This is an optimization exercise on Yosys and OpenROAD, whose aim is small area, a short achievable clock period and few clock cycles, not a production implementation.
Where RTL was checked, it was by simulation tests only, not by an equivalence proof against the original.
The RTL of run 1 was laid out without a check of its function.
No activity file was given, so power comes from the tool's default toggle rates.

==> flow/design.v (outline; a module is shown in full before it is edited, if it fits) <==
// module processor: 4856 lines
// module csa_fa: 6 lines
// module csa_ha: 6 lines
// module sel3: 5 lines
module processor(clk,rst,ld,kernel,o_img_re,o_img_addr,i_img_data,
                 o_out_we,o_out_addr,o_out_data,o_complete);
  // ...
==> flow/flow/run.sh <==
#!/bin/bash
set -euo pipefail
MARGIN=${MARGIN:-7.0}
bash standard.sh finish \
  "BUFFER_PORTS_ARGS=-buffer_cell sky130_fd_sc_hd__buf_2" \
  "SETUP_SLACK_MARGIN=$MARGIN" > standard_finish.log 2>&1
==> flow/standard.sh <==
#!/bin/bash
# synth_recipe.tcl (not shown) runs the flow's synth.tcl, then flattens the netlist and writes it again
# the make line also repeats each setting of config.mk as NAME=value (left out here)
make -C /OpenROAD-flow-scripts/flow DESIGN_CONFIG=/design/flow/config.mk WORK_HOME=/design/flow/orfs CLKGATE_MAP_FILE= SYNTH_SCRIPT=/design/flow/synth_recipe.tcl "${@:-finish}"
==> flow/config.mk <==
export PLATFORM = sky130hd
export DESIGN_NAME = processor
export DESIGN_NICKNAME = processor
export VERILOG_FILES = /design/flow/design.v
export SDC_FILE = /design/flow/constraint.sdc
export NUM_CORES = 4
export LEC_CHECK = 0
export CAP_MARGIN = 20
export CORE_MARGIN = 2
export CORE_UTILIZATION = 40
export SLEW_MARGIN = 20
export SYNTH_HIERARCHICAL = 1
export SYNTH_MINIMUM_KEEP_SIZE = 0
==> flow/constraint.sdc <==
create_clock -name core_clock -period 11.0 [get_ports {clk}]
set_input_delay 2.2000 -clock core_clock [delete_from_list [all_inputs] [get_ports {clk}]]
set_output_delay 2.2000 -clock core_clock [all_outputs]
set_load 0.01 [all_outputs]
==> impl_metrics.csv, run 1 <==
group,metric,value,unit
die,die_width,343,um
worst_setup_path,critical_path.most_common_cell,"sky130_fd_sc_hd__fa_1",
global_routing,grt_start_max_net_pins,82,
pwr,switching_power,7.42,mW
pwr,share_seq_of_total_power,0.288,
pwr,cellPowerDensity,322,nW/um2
finish,syn_to_final_growth,14.1,%
job,timing.max_cap.violations,0,
worst_setup_path,critPathArrivalTime,4610,ps
finish,most_common_cell_after_layout_fill_and_taps_aside,"sky130_fd_sc_hd__dfxtp_1",
pwr,sw_frac_of_total,0.438,
finish,fraction_of_standard_cell_area_in_multi_input_logic,0.534,
yosys,gate_count_post_synth,3587,
place,gp_congestion,1.03,
finish,seq_cell_count,811,
run_status,outcome,"finished clean",
global_routing,grtUsageTotal,0.328,
global_routing,antenna_found_initial,5,
finish,multi_input_comb_area,28100,um2
global_routing,met3_usage,0.153,
pwr,p_leak,19.4,nW
place,dp_worst_setup_slack,6150,ps
yosys,synth_seq_area_share,0.384,
finish,num-nets-final,4813,
finish,registers.top_by_ff_count,"p1",
place,port_buffers,198,
finish,layout.clock_buffers,110,
pwr,power_consumption,16.9,mW
detailed_routing,met3_length,29.8,mm
sta,unrepaired_setup_endpoints_after_global_routing,"false",
clocking,clock-sinks,811,
==> inputs of run 2 (changes only) <==
--- a/flow/design.v
+++ b/flow/design.v
@@ -2718,16 +2718,34 @@
 wire s2543;
 wire c2544;
 wire s2545;
 wire c2546;
 wire s2547;
 wire c2548;
 wire s2549;
 wire c2550;
+wire s2551;
+wire c2552;
+wire s2553;
+wire c2554;
+wire s2555;
+wire c2556;
+wire s2557;
+wire c2558;
+wire s2559;
+wire c2560;
+wire s2561;
+wire c2562;
+wire s2563;
+wire c2564;
+wire s2565;
+wire c2566;
+wire s2567;
+wire c2568;
 assign z1 = sr38[0] & ~sr20[0];
 assign z2 = ~sr38[0] & sr20[0];
 assign z3 = sr38[0] & sr20[0];
 sel3 u_y4 (.z1(z1), .z2(z2), .z3(z3), .a(kx_k00[0]), .b(kx_k01[0]), .c(kp_k00k01[0]), .y(y4));
 sel3 u_y5 (.z1(z1), .z2(z2), .z3(z3), .a(kx_k00[1]), .b(kx_k01[1]), .c(kp_k00k01[1]), .y(y5));
 sel3 u_y6 (.z1(z1), .z2(z2), .z3(z3), .a(kx_k00[2]), .b(kx_k01[2]), .c(kp_k00k01[2]), .y(y6));
 sel3 u_y7 (.z1(z1), .z2(z2), .z3(z3), .a(kx_k00[3]), .b(kx_k01[3]), .c(kp_k00k01[3]), .y(y7));
 sel3 u_y8 (.z1(z1), .z2(z2), .z3(z3), .a(kx_k00[4]), .b(kx_k01[4]), .c(kp_k00k01[4]), .y(y8));
@@ -4587,62 +4605,71 @@
 csa_fa u_s2443 (.a(c2428), .b(c2430), .c(s2439), .s(s2443), .co(c2444));
 csa_fa u_s2445 (.a(s2441), .b(c2432), .c(s2443), .s(s2445), .co(c2446));
 csa_fa u_s2447 (.a(p1_86), .b(p1_87), .c(p1_88), .s(s2447), .co(c2448));
 csa_fa u_s2449 (.a(p1_89), .b(p1_90), .c(p1_91), .s(s2449), .co(c2450));
 csa_fa u_s2451 (.a(p1_92), .b(p1_93), .c(p1_94), .s(s2451), .co(c2452));
 csa_fa u_s2453 (.a(c2436), .b(c2438), .c(s2447), .s(s2453), .co(c2454));
 csa_fa u_s2455 (.a(s2449), .b(s2451), .c(c2440), .s(s2455), .co(c2456));
 csa_fa u_s2457 (.a(c2442), .b(s2453), .c(c2444), .s(s2457), .co(c2458));
-csa_ha u_s2459 (.a(s2455), .b(c2446), .s(s2459), .co(c2460));
-csa_fa u_s2461 (.a(p1_95), .b(p1_96), .c(p1_97), .s(s2461), .co(c2462));
-csa_fa u_s2463 (.a(p1_98), .b(p1_99), .c(p1_100), .s(s2463), .co(c2464));
-csa_fa u_s2465 (.a(p1_101), .b(p1_102), .c(p1_103), .s(s2465), .co(c2466));
-csa_fa u_s2467 (.a(c2448), .b(c2450), .c(c2452), .s(s2467), .co(c2468));
-csa_fa u_s2469 (.a(s2461), .b(s2463), .c(s2465), .s(s2469), .co(c2470));
-csa_fa u_s2471 (.a(c2454), .b(s2467), .c(s2469), .s(s2471), .co(c2472));
-csa_fa u_s2473 (.a(c2456), .b(s2471), .c(c2458), .s(s2473), .co(c2474));
-csa_fa u_s2475 (.a(p1_104), .b(p1_105), .c(p1_106), .s(s2475), .co(c2476));
-csa_fa u_s2477 (.a(p1_107), .b(p1_108), .c(p1_109), .s(s2477), .co(c2478));
-csa_fa u_s2479 (.a(p1_110), .b(p1_111), .c(p1_112), .s(s2479), .co(c2480));
-csa_fa u_s2481 (.a(c2462), .b(c2464), .c(c2466), .s(s2481), .co(c2482));
-csa_fa u_s2483 (.a(s2475), .b(s2477), .c(s2479), .s(s2483), .co(c2484));
-csa_fa u_s2485 (.a(c2468), .b(c2470), .c(s2481), .s(s2485), .co(c2486));
-csa_fa u_s2487 (.a(s2483), .b(c2472), .c(s2485), .s(s2487), .co(c2488));
-csa_fa u_s2489 (.a(p1_113), .b(p1_114), .c(p1_115), .s(s2489), .co(c2490));
-csa_fa u_s2491 (.a(p1_116), .b(p1_117), .c(p1_118), .s(s2491), .co(c2492));
-csa_fa u_s2493 (.a(p1_119), .b(p1_120), .c(c2476), .s(s2493), .co(c2494));
-csa_fa u_s2495 (.a(c2478), .b(c2480), .c(s2489), .s(s2495), .co(c2496));
-csa_fa u_s2497 (.a(s2491), .b(c2482), .c(c2484), .s(s2497), .co(c2498));
-csa_fa u_s2499 (.a(s2493), .b(s2495), .c(c2486), .s(s2499), .co(c2500));
-csa_ha u_s2501 (.a(s2497), .b(c2488), .s(s2501), .co(c2502));
-csa_fa u_s2503 (.a(p1_121), .b(p1_122), .c(p1_123), .s(s2503), .co(c2504));
-csa_fa u_s2505 (.a(p1_124), .b(p1_125), .c(p1_126), .s(s2505), .co(c2506));
-csa_fa u_s2507 (.a(p1_127), .b(c2490), .c(c2492), .s(s2507), .co(c2508));
-csa_fa u_s2509 (.a(s2503), .b(s2505), .c(c2494), .s(s2509), .co(c2510));
-csa_fa u_s2511 (.a(c2496), .b(s2507), .c(c2498), .s(s2511), .co(c2512));
-csa_fa u_s2513 (.a(s2509), .b(c2500), .c(s2511), .s(s2513), .co(c2514));
-csa_fa u_s2515 (.a(p1_128), .b(p1_129), .c(p1_130), .s(s2515), .co(c2516));
-csa_fa u_s2517 (.a(p1_131), .b(p1_132), .c(p1_133), .s(s2517), .co(c2518));
-csa_fa u_s2519 (.a(c2504), .b(c2506), .c(s2515), .s(s2519), .co(c2520));
-csa_fa u_s2521 (.a(s2517), .b(c2508), .c(s2519), .s(s2521), .co(c2522));
-csa_fa u_s2523 (.a(c2510), .b(s2521), .c(c2512), .s(s2523), .co(c2524));
-csa_fa u_s2525 (.a(p1_134), .b(p1_135), .c(p1_136), .s(s2525), .co(c2526));
-csa_fa u_s2527 (.a(p1_137), .b(p1_138), .c(c2516), .s(s2527), .co(c2528));
-csa_fa u_s2529 (.a(c2518), .b(s2525), .c(c2520), .s(s2529), .co(c2530));
-csa_fa u_s2531 (.a(s2527), .b(c2522), .c(s2529), .s(s2531), .co(c2532));
-csa_fa u_s2533 (.a(p1_139), .b(p1_140), .c(p1_141), .s(s2533), .co(c2534));
-csa_fa u_s2535 (.a(p1_142), .b(c2526), .c(s2533), .s(s2535), .co(c2536));
-csa_fa u_s2537 (.a(c2528), .b(s2535), .c(c2530), .s(s2537), .co(c2538));
-csa_fa u_s2539 (.a(p1_143), .b(p1_144), .c(p1_145), .s(s2539), .co(c2540));
-csa_fa u_s2541 (.a(p1_146), .b(c2534), .c(s2539), .s(s2541), .co(c2542));
-csa_ha u_s2543 (.a(c2536), .b(s2541), .s(s2543), .co(c2544));
-csa_fa u_s2545 (.a(p1_147), .b(p1_148), .c(c2540), .s(s2545), .co(c2546));
-csa_ha u_s2547 (.a(c2542), .b(s2545), .s(s2547), .co(c2548));
-csa_fa u_s2549 (.a(p1_149), .b(p1_150), .c(c2546), .s(s2549), .co(c2550));
+csa_fa u_s2459 (.a(p1_95), .b(p1_96), .c(p1_97), .s(s2459), .co(c2460));
+csa_fa u_s2461 (.a(p1_98), .b(p1_99), .c(p1_100), .s(s2461), .co(c2462));
+csa_fa u_s2463 (.a(p1_101), .b(p1_102), .c(p1_103), .s(s2463), .co(c2464));
+csa_fa u_s2465 (.a(c2448), .b(c2450), .c(c2452), .s(s2465), .co(c2466));
+csa_fa u_s2467 (.a(s2459), .b(s2461), .c(s2463), .s(s2467), .co(c2468));
+csa_fa u_s2469 (.a(c2454), .b(s2465), .c(s2467), .s(s2469), .co(c2470));
+csa_ha u_s2471 (.a(c2456), .b(s2469), .s(s2471), .co(c2472));
+csa_fa u_s2473 (.a(p1_104), .b(p1_105), .c(p1_106), .s(s2473), .co(c2474));
+csa_fa u_s2475 (.a(p1_107), .b(p1_108), .c(p1_109), .s(s2475), .co(c2476));
+csa_fa u_s2477 (.a(p1_110), .b(p1_111), .c(p1_112), .s(s2477), .co(c2478));
+csa_fa u_s2479 (.a(c2460), .b(c2462), .c(c2464), .s(s2479), .co(c2480));
+csa_fa u_s2481 (.a(s2473), .b(s2475), .c(s2477), .s(s2481), .co(c2482));
+csa_fa u_s2483 (.a(c2466), .b(c2468), .c(s2479), .s(s2483), .co(c2484));
+csa_fa u_s2485 (.a(s2481), .b(c2470), .c(s2483), .s(s2485), .co(c2486));
+csa_fa u_s2487 (.a(p1_113), .b(p1_114), .c(p1_115), .s(s2487), .co(c2488));
+csa_fa u_s2489 (.a(p1_116), .b(p1_117), .c(p1_118), .s(s2489), .co(c2490));
+csa_fa u_s2491 (.a(p1_119), .b(p1_120), .c(c2474), .s(s2491), .co(c2492));
+csa_fa u_s2493 (.a(c2476), .b(c2478), .c(s2487), .s(s2493), .co(c2494));
+csa_fa u_s2495 (.a(s2489), .b(c2480), .c(c2482), .s(s2495), .co(c2496));
+csa_fa u_s2497 (.a(s2491), .b(s2493), .c(c2484), .s(s2497), .co(c2498));
+csa_fa u_s2499 (.a(p1_121), .b(p1_122), .c(p1_123), .s(s2499), .co(c2500));
+csa_fa u_s2501 (.a(p1_124), .b(p1_125), .c(p1_126), .s(s2501), .co(c2502));
+csa_fa u_s2503 (.a(p1_127), .b(c2488), .c(c2490), .s(s2503), .co(c2504));
+csa_fa u_s2505 (.a(s2499), .b(s2501), .c(c2492), .s(s2505), .co(c2506));
+csa_fa u_s2507 (.a(c2494), .b(s2503), .c(c2496), .s(s2507), .co(c2508));
+csa_fa u_s2509 (.a(p1_128), .b(p1_129), .c(p1_130), .s(s2509), .co(c2510));
+csa_fa u_s2511 (.a(p1_131), .b(p1_132), .c(p1_133), .s(s2511), .co(c2512));
+csa_fa u_s2513 (.a(c2500), .b(c2502), .c(s2509), .s(s2513), .co(c2514));
+csa_fa u_s2515 (.a(s2511), .b(c2504), .c(s2513), .s(s2515), .co(c2516));
+csa_ha u_s2517 (.a(c2506), .b(s2515), .s(s2517), .co(c2518));
+csa_fa u_s2519 (.a(p1_134), .b(p1_135), .c(p1_136), .s(s2519), .co(c2520));
+csa_fa u_s2521 (.a(p1_137), .b(p1_138), .c(c2510), .s(s2521), .co(c2522));
+csa_fa u_s2523 (.a(c2512), .b(s2519), .c(c2514), .s(s2523), .co(c2524));
+csa_fa u_s2525 (.a(s2521), .b(c2516), .c(s2523), .s(s2525), .co(c2526));
+csa_fa u_s2527 (.a(p1_139), .b(p1_140), .c(p1_141), .s(s2527), .co(c2528));
+csa_fa u_s2529 (.a(p1_142), .b(c2520), .c(s2527), .s(s2529), .co(c2530));
+csa_fa u_s2531 (.a(c2522), .b(s2529), .c(c2524), .s(s2531), .co(c2532));
+csa_fa u_s2533 (.a(p1_143), .b(p1_144), .c(p1_145), .s(s2533), .co(c2534));
+csa_fa u_s2535 (.a(p1_146), .b(c2528), .c(s2533), .s(s2535), .co(c2536));
+csa_ha u_s2537 (.a(c2530), .b(s2535), .s(s2537), .co(c2538));
+csa_fa u_s2539 (.a(p1_147), .b(p1_148), .c(c2534), .s(s2539), .co(c2540));
+csa_ha u_s2541 (.a(c2536), .b(s2539), .s(s2541), .co(c2542));
+csa_fa u_s2543 (.a(p1_149), .b(p1_150), .c(c2540), .s(s2543), .co(c2544));
+csa_ha u_s2545 (.a(p2_30), .b(p2_31), .s(s2545), .co(c2546));
+csa_ha u_s2547 (.a(p2_33), .b(p2_34), .s(s2547), .co(c2548));
+csa_ha u_s2549 (.a(p2_35), .b(p2_36), .s(s2549), .co(c2550));
+csa_fa u_s2551 (.a(p2_37), .b(p2_38), .c(p2_39), .s(s2551), .co(c2552));
+csa_fa u_s2553 (.a(p2_40), .b(p2_41), .c(p2_42), .s(s2553), .co(c2554));
+csa_ha u_s2555 (.a(p2_43), .b(p2_44), .s(s2555), .co(c2556));
+csa_ha u_s2557 (.a(p2_45), .b(p2_46), .s(s2557), .co(c2558));
+csa_ha u_s2559 (.a(p2_47), .b(p2_48), .s(s2559), .co(c2560));
+csa_ha u_s2561 (.a(p2_49), .b(p2_50), .s(s2561), .co(c2562));
+csa_ha u_s2563 (.a(p2_51), .b(p2_52), .s(s2563), .co(c2564));
+csa_ha u_s2565 (.a(p2_53), .b(p2_54), .s(s2565), .co(c2566));
+csa_ha u_s2567 (.a(p2_55), .b(p2_56), .s(s2567), .co(c2568));
 reg [151:0] p1;
 wire p1_0 = p1[0];
 wire p1_1 = p1[1];
 wire p1_2 = p1[2];
 wire p1_3 = p1[3];
 wire p1_4 = p1[4];
 wire p1_5 = p1[5];
 wire p1_6 = p1[6];
@@ -4789,23 +4816,79 @@
 wire p1_147 = p1[147];
 wire p1_148 = p1[148];
 wire p1_149 = p1[149];
 wire p1_150 = p1[150];
 wire p1_151 = p1[151];
 always @(posedge clk) begin
     p1 <= {c2346, c2344, s2345, s2343, c2340, s2339, c2330, c2328, s2337, s2329, s2327, c2312, c2310, s2311, s2309, c2286, c2284, c2282, s2285, s2283, s2281, c2252, c2250, c2248, s2251, s2249, s2247, c2210, c2208, c2206, s2245, s2209, s2207, s2205, c2160, c2158, c2156, c2154, s2203, s2159, s2157, s2155, c2104, c2102, c2100, s2153, c2098, s2151, s2103, s2101, s2099, c2042, c2040, c2038, c2036, s2097, s2095, s2041, s2039, s2037, s2035, c1978, c1976, c1974, c1972, s2033, s1977, s1975, s1973, s1971, c1914, c1912, c1910, c1908, s1913, s1911, s1909, s1907, c1850, c1848, c1846, c1844, s1849, s1847, s1845, s1843, c1786, c1784, c1782, c1780, s1785, s1783, s1781, s1779, c1722, c1720, c1718, c1716, s1721, s1719, s1717, c1658, c1656, c1654, c1652, s1715, s1713, s1657, s1655, s1653, s1651, c1594, c1592, c1590, s1593, s1591, s1589, c1532, c1530, c1528, s1587, s1585, s1531, s1529, c1472, c1470, s1527, c1468, s1525, s1471, s1469, c1420, c1418, s1467, s1465, s1419, s1417, c1376, c1374, s1415, s1375, c1340, s1373, s1371, s1339, s1337, s1311, s1309, s1293, s1291, s1283, s1281};
 end
-wire [27:0] rowa = {1'b1, p1_151, c2548, c2544, s2543, c2532, s2531, c2514, c2502, s2499, s2487, c2460, s2457, c2434, c2422, c2410, c2398, c2386, s2383, c2366, s2363, c2352, s2349, p1_11, p1_6, p1_4, p1_2, p1_0};
-wire [27:0] rowb = {1'b0, c2550, s2549, s2547, c2538, s2537, c2524, s2523, s2513, s2501, c2474, s2473, s2459, s2445, s2433, s2421, s2409, s2397, s2385, s2375, s2365, s2357, s2351, s2347, p1_7, p1_5, p1_3, p1_1};
-reg [27:0] ra, rb;
+reg [56:0] p2;
+wire p2_0 = p2[0];
+wire p2_1 = p2[1];
+wire p2_2 = p2[2];
+wire p2_3 = p2[3];
+wire p2_4 = p2[4];
+wire p2_5 = p2[5];
+wire p2_6 = p2[6];
+wire p2_7 = p2[7];
+wire p2_8 = p2[8];
+wire p2_9 = p2[9];
+wire p2_10 = p2[10];
+wire p2_11 = p2[11];
+wire p2_12 = p2[12];
+wire p2_13 = p2[13];
+wire p2_14 = p2[14];
+wire p2_15 = p2[15];
+wire p2_16 = p2[16];
+wire p2_17 = p2[17];
+wire p2_18 = p2[18];
+wire p2_19 = p2[19];
+wire p2_20 = p2[20];
+wire p2_21 = p2[21];
+wire p2_22 = p2[22];
+wire p2_23 = p2[23];
+wire p2_24 = p2[24];
+wire p2_25 = p2[25];
+wire p2_26 = p2[26];
+wire p2_27 = p2[27];
+wire p2_28 = p2[28];
+wire p2_29 = p2[29];
+wire p2_30 = p2[30];
+wire p2_31 = p2[31];
+wire p2_32 = p2[32];
+wire p2_33 = p2[33];
+wire p2_34 = p2[34];
+wire p2_35 = p2[35];
+wire p2_36 = p2[36];
+wire p2_37 = p2[37];
+wire p2_38 = p2[38];
+wire p2_39 = p2[39];
+wire p2_40 = p2[40];
+wire p2_41 = p2[41];
+wire p2_42 = p2[42];
+wire p2_43 = p2[43];
+wire p2_44 = p2[44];
+wire p2_45 = p2[45];
+wire p2_46 = p2[46];
+wire p2_47 = p2[47];
+wire p2_48 = p2[48];
+wire p2_49 = p2[49];
+wire p2_50 = p2[50];
+wire p2_51 = p2[51];
+wire p2_52 = p2[52];
+wire p2_53 = p2[53];
+wire p2_54 = p2[54];
+wire p2_55 = p2[55];
+wire p2_56 = p2[56];
 always @(posedge clk) begin
-    ra <= rowa;
-    rb <= rowb;
+    p2 <= {c2544, p1_151, s2543, c2542, s2541, c2538, c2532, s2537, s2531, c2526, s2525, c2518, c2508, s2517, s2507, c2498, s2505, s2497, c2486, s2495, s2485, c2472, c2458, s2471, s2457, c2446, s2455, s2445, c2434, s2433, c2422, s2421, c2410, s2409, c2398, s2397, c2386, s2385, s2383, s2375, c2366, s2365, s2363, s2357, c2352, s2351, s2349, s2347, p1_11, p1_7, p1_6, p1_5, p1_4, p1_3, p1_2, p1_1, p1_0};
 end
+wire [27:0] ra = {1'b1, c2566, c2564, c2562, c2560, c2558, c2556, s2555, c2552, c2550, c2548, c2546, p2_32, p2_28, p2_26, p2_24, p2_22, p2_20, p2_18, p2_16, p2_14, p2_12, p2_10, p2_8, p2_6, p2_4, p2_2, p2_0};
+wire [27:0] rb = {c2568, s2567, s2565, s2563, s2561, s2559, s2557, c2554, s2553, s2551, s2549, s2547, s2545, p2_29, p2_27, p2_25, p2_23, p2_21, p2_19, p2_17, p2_15, p2_13, p2_11, p2_9, p2_7, p2_5, p2_3, p2_1};
 wire [27:0] sum = ~ra + ~rb;
 wire [7:0] clamp = sum[27] ? 8'd0 : ((|sum[26:8]) ? 8'd255 : sum[7:0]);
 reg wr_run;
 reg [4:0] wr;
 reg [8:0] wc;
 reg [3:0] ws;
 reg we;
 reg [7:0] odata;
==> flow/flow/run.sh (replaced) <==
#!/bin/bash
set -euo pipefail
MARGIN=${MARGIN:-7.5}
bash standard.sh finish \
  "BUFFER_PORTS_ARGS=-buffer_cell sky130_fd_sc_hd__buf_2" \
  "SETUP_SLACK_MARGIN=$MARGIN" > standard_finish.log 2>&1
==> run 2 against run 1 <==
Net effect: still clean on timing, DRC and antenna; via count grew 1.1%; final cell count grew 2.7%; synthesized area grew 0.37%; global-route usage shrank 1.3 points; register-to-register slack gained 370 ps; clock skew shrank 23 ps; die area grew 0.37%; flip-flop and latch count grew 3; critical path depth grew 1; sequential power shrank 0.8%; non-clock buffer count grew 143; synthesized cell count grew 0.11%; critical path type unchanged; critical endpoint is now p1[36]$_DFF_P_; largest cell class unchanged.
==> impl_metrics.csv, run 2 <==
group,metric,value,unit
finish,final_instance_count_without_filler_cells,5635,
die,initial_core_util,0.404,
finish,commonest_non_fill_non_tap_cells_in_the_layout,"sky130_fd_sc_hd__dfxtp_1 (617), sky130_fd_sc_hd__fa_1 (565), sky130_fd_sc_hd__a222oi_1 (512)",
sta,unrepaired_setup_endpoints_after_global_routing,"true",
worst_setup_path,worst_setup_slack_for_register_to_register_paths,7300,ps
die,die_width,344,um
worst_setup_path,path_max_fanout,8,
finish,syn_to_final_growth,20.7,%
finish,most_common_cell_after_layout_fill_and_taps_aside,"sky130_fd_sc_hd__dfxtp_1",
sta,final.setup.tns,0,ps
clocking,clock_tree.htree_level_count,3,
yosys,gate_count_post_synth,3591,
detailed_routing,detail_route.first_pass.iterations,15,
global_routing,grt_overflow_total,0,
sta,slew_headroom,0.144,
yosys,synth_top_cells_by_area,"sky130_fd_sc_hd__dfxtp_1 (29%), sky130_fd_sc_hd__fa_1 (27%), sky130_fd_sc_hd__a222oi_1 (11%)",
finish,largest_reg_flops,152,
finish,largest_registers,"p1: 152 flops, p2: 57 flops",
pwr,cellPowerDensity,319,nW/um2
yosys,synth_fa_ha_area_frac,0.310,
clocking,clock-sinks,814,
worst_hold_path,holdCritPathClass,"reg -> reg",
yosys,most_frequently_used_cell_type_in_the_post_synthesis_netlist,"sky130_fd_sc_hd__dfxtp_1",
clocking,clock_tree.root_cell,"sky130_fd_sc_hd__clkbuf_16",
yosys,syn_area_per_cell,12.9,um2
die,ios,199,
die,row_count,124,
yosys,ys_ff_latch,814,
job,timing.max_cap.violations,0,
detailed_routing,drt-vias-per-instance,6.68,
global_routing,grt_start_max_net_pins,86,
run_status,outcome,"finished clean",
global_routing,antenna_found_initial,10,
place,hpwl,140,mm
place,dp_cells,5294,
worst_setup_path,critical_path.most_common_cell,"sky130_fd_sc_hd__fa_2",
yosys,synth_enable_flop_cells,144,
yosys,synth_top_area_frac,0.290,
worst_setup_path,critical-path-slowest-cell,"sky130_fd_sc_hd__a222oi_1",
clocking,clk_transition_reported_paths,70,ps
yosys,ys_async_sr_fraction,0,
detailed_routing,vias,37600,
yosys,yosys.area_share.xor_xnor,0.0407,
worst_setup_path,worst_path_dominant_cell_family,"adder cells",
place,gp_congestion,1.04,
yosys,synth_flop_type,"sky130_fd_sc_hd__dfxtp_1",
global_routing,grt_first_pass_wirelength,267,mm
sta,tightest_slew,1280,ps
yosys,area_fraction_in_compound_gates_after_synthesis,0.169,
yosys,synth_largest_area_cell,"sky130_fd_sc_hd__dfxtp_1",
finish,registers.top_by_ff_count,"p1",
detailed_routing,drt.antenna.violating_nets,0,
yosys,post_synth_instance_area,46200,um2
clocking,cts.path.max_buffers,3,
clocking,insertion_delay,700,ps
worst_setup_path,timing_worst_setup_path_type,"reg -> reg",
worst_setup_path,critical_path.cell_chain,"and2_4 -> buf_12 -> a222oi_1 -> fa_2 -> fa_2 -> fa_2 -> fa_2",
detailed_routing,drt_wl_total,192,mm
place,port_buffers,198,
yosys,synth_seq_area_share,0.384,
yosys,main_combinational_cell_family_by_area_after_synthesis,"adder cells",
sta,finClkSkew,42.1,ps
global_routing,grtUsageTotal,0.315,
yosys,yosys-mux-area-fraction,0.00999,
detailed_routing,initialDrtViolationCount,8185,
yosys,ys.warnings.count,7,
clocking,postCtsHoldBufs,0,
yosys,synth_cell_types,70,
sta,setup_viol,0,
finish,fillerInstances,10100,
yosys,synthTopCellsByCount,"sky130_fd_sc_hd__dfxtp_1 (670), sky130_fd_sc_hd__fa_1 (635), sky130_fd_sc_hd__a222oi_1 (512)",
detailed_routing,drc,0,
worst_setup_path,cp_slowest_stage_delay,1070,ps
worst_setup_path,critPathBufInv,1,
sta,post-route-period-util,0.336,
finish,post_route_cells_drive_above_1_share,0.216,
die,area_inside_the_core_boundary,115000,um2
global_routing,first_global_vias,37600,
pwr,ir_worst_vdd,0.163,mV
die,die_area,118000,um2
sta,drv_slew,0,
worst_setup_path,kind_of_launch_point_of_the_worst_setup_path,"flop",
sta,finalHoldViolCount,0,
worst_setup_path,critPathArrivalTime,4320,ps
detailed_routing,route.detailed.wl_per_inst,34.1,um
finish,num-nets-final,4970,
sta,finalWorstPathRequiredPeriod,3700,ps
worst_setup_path,worst-endpoint-required,11620,ps
clocking,numCtsBuffers,86,
worst_setup_path,crit_path_end_kind,"flop",
yosys,post_synth_and_or_nand_nor_area_fraction,0.0704,
pwr,p_leak,20.8,nW
clocking,tritoncts,"yes",
die,chipHeight,344,um
sta,clock.fmax,0.270,GHz
==> run 2: changes by cell type after synthesis, moves of 8 or more <==
cell,delta
sky130_fd_sc_hd__ha_1,+10
sky130_fd_sc_hd__nand2_1,-8
sky130_fd_sc_hd__nor2_1,-17
sky130_fd_sc_hd__o31a_1,+8
sky130_fd_sc_hd__xor2_1,+10
==> run 2: per-module statistics from Yosys, one instance, submodules excluded <==
module	cells inside	flip-flops and latches	cell area, um2
csa_ha	1	0	12.5
processor	2435	814	28300
csa_fa	1	0	20.0
sel3	1	0	10.0
==> run 2: worst register-to-register path, cell delays in order (launching register included) <==
cell and delay [ps]:
sky130_fd_sc_hd__dfxtp_4 360, sky130_fd_sc_hd__and2_4 170, sky130_fd_sc_hd__buf_12 150, sky130_fd_sc_hd__a222oi_1 1090, sky130_fd_sc_hd__fa_2 450, sky130_fd_sc_hd__fa_2 460
sky130_fd_sc_hd__fa_2 390, sky130_fd_sc_hd__fa_2 570
==> run 2: cells by family after synthesis <==
kind of cell               Yosys count
AOI/OAI and AO/OA                  904
xor gates and xnor gates           215
adders and majority gates          766
buffers and inverters              190
DFF                                814
muxes                               42
other                                1
and+or+nand+nor                    659
==> run 2: worst paths after layout <==
path | to | from | cells after the start
min | sr28[0]$_DFF_P_ | sr27[0]$_DFF_P_ | 0
max reg2reg | p1[36]$_DFF_P_ | sr2[6]$_DFF_P_ | 7
min reg2reg | sr28[0]$_DFF_P_ | sr27[0]$_DFF_P_ | 0
max | p1[36]$_DFF_P_ | sr2[6]$_DFF_P_ | 7
==> run 2: timing repair <==
action | in CTS | in global routing
pin swaps | 92 | 153
cloned | 3 | 4
setup endpoints to repair | 149 | 106
resized for setup | 179 | 131
setup buffers | 103 | 69
==> run 2: layout make-up <==
class                      instances  area (um2)  area share
multi-input combinational       2603       28900       0.518
clock buffer                     107        2370      0.0425
timing repair buffer             410        3590      0.0643
clock inverter                    51         677      0.0121
tap                             1512        1890      0.0339
inverter                         134         503     0.00901
sequential                       814       17800       0.320
antenna                            4        10.0    0.000179
==> run 2: report_power, final <==
group / total [mW] / switching, mW / leakage (nW) / internal, mW
sequential: 4.83 / 0.891 / 7.05 / 3.94
clock: 3.08 / 1.26 / 1.50 / 1.81
combinational: 9.88 / 5.49 / 12.2 / 4.39
total: 17.8 / 7.64 / 20.8 / 10.1
==> run 2: stage by stage <==
step	setup slack [ps]	utilization	hold WS, ps	total power, mW	area, um2
2_1_floorplan	7300	-	310	9.99	46600
3_3_place_gp	6680	0.434	310	13.7	49700
3_5_place_dp	6680	0.434	312	13.8	49700
4_1_cts	7360	0.476	302	17.2	54600
5_1_grt	7260	0.487	309	18.8	55800
6_report	7300	0.487	305	17.8	55800
==> run 2: metal layers <==
metal  up-vias  GRT usage  routed length [um]
li1      14900          -                   -
met1     18700      0.400               70800
met2      3185      0.466               80500
met3       891      0.127               27500
met4        14      0.152               12800
met5         -          0                 244
Testbench counts of run 2, summed over its fixed seeds: cycles 445,848.

## re-timing with driven ports
In the flow no input, the clock included, has a driving cell. The finished layouts below were timed again as built, in two steps. Step 1 sets driving cells, clkbuf_16 on the clock port and buf_2 on the other inputs (assumed; they add their load-dependent delay and slew). Step 2 adds t to the input delays and takes it off the output delays; t is the mean of the earliest and latest rising clock arrival at the registers after step 1. Input paths then give back, and output paths get back, about the clock's delay inside the block. Slacks: ideal / step 1 / step 2; pairs: ideal / step 1.
run | t (ns) | setup slack, ns | pins driven straight from the clock port
run 1 | 0.756 | 6.927 / 6.927 / 6.461 | 1
run 2 | 0.759 | 7.300 / 7.300 / 6.907 | 1
After both steps every run listed still meets setup and hold. For run 1, which loses most, drivers alone change the setup slack by 0.000 ns; drivers and shift together by -0.466 ns.
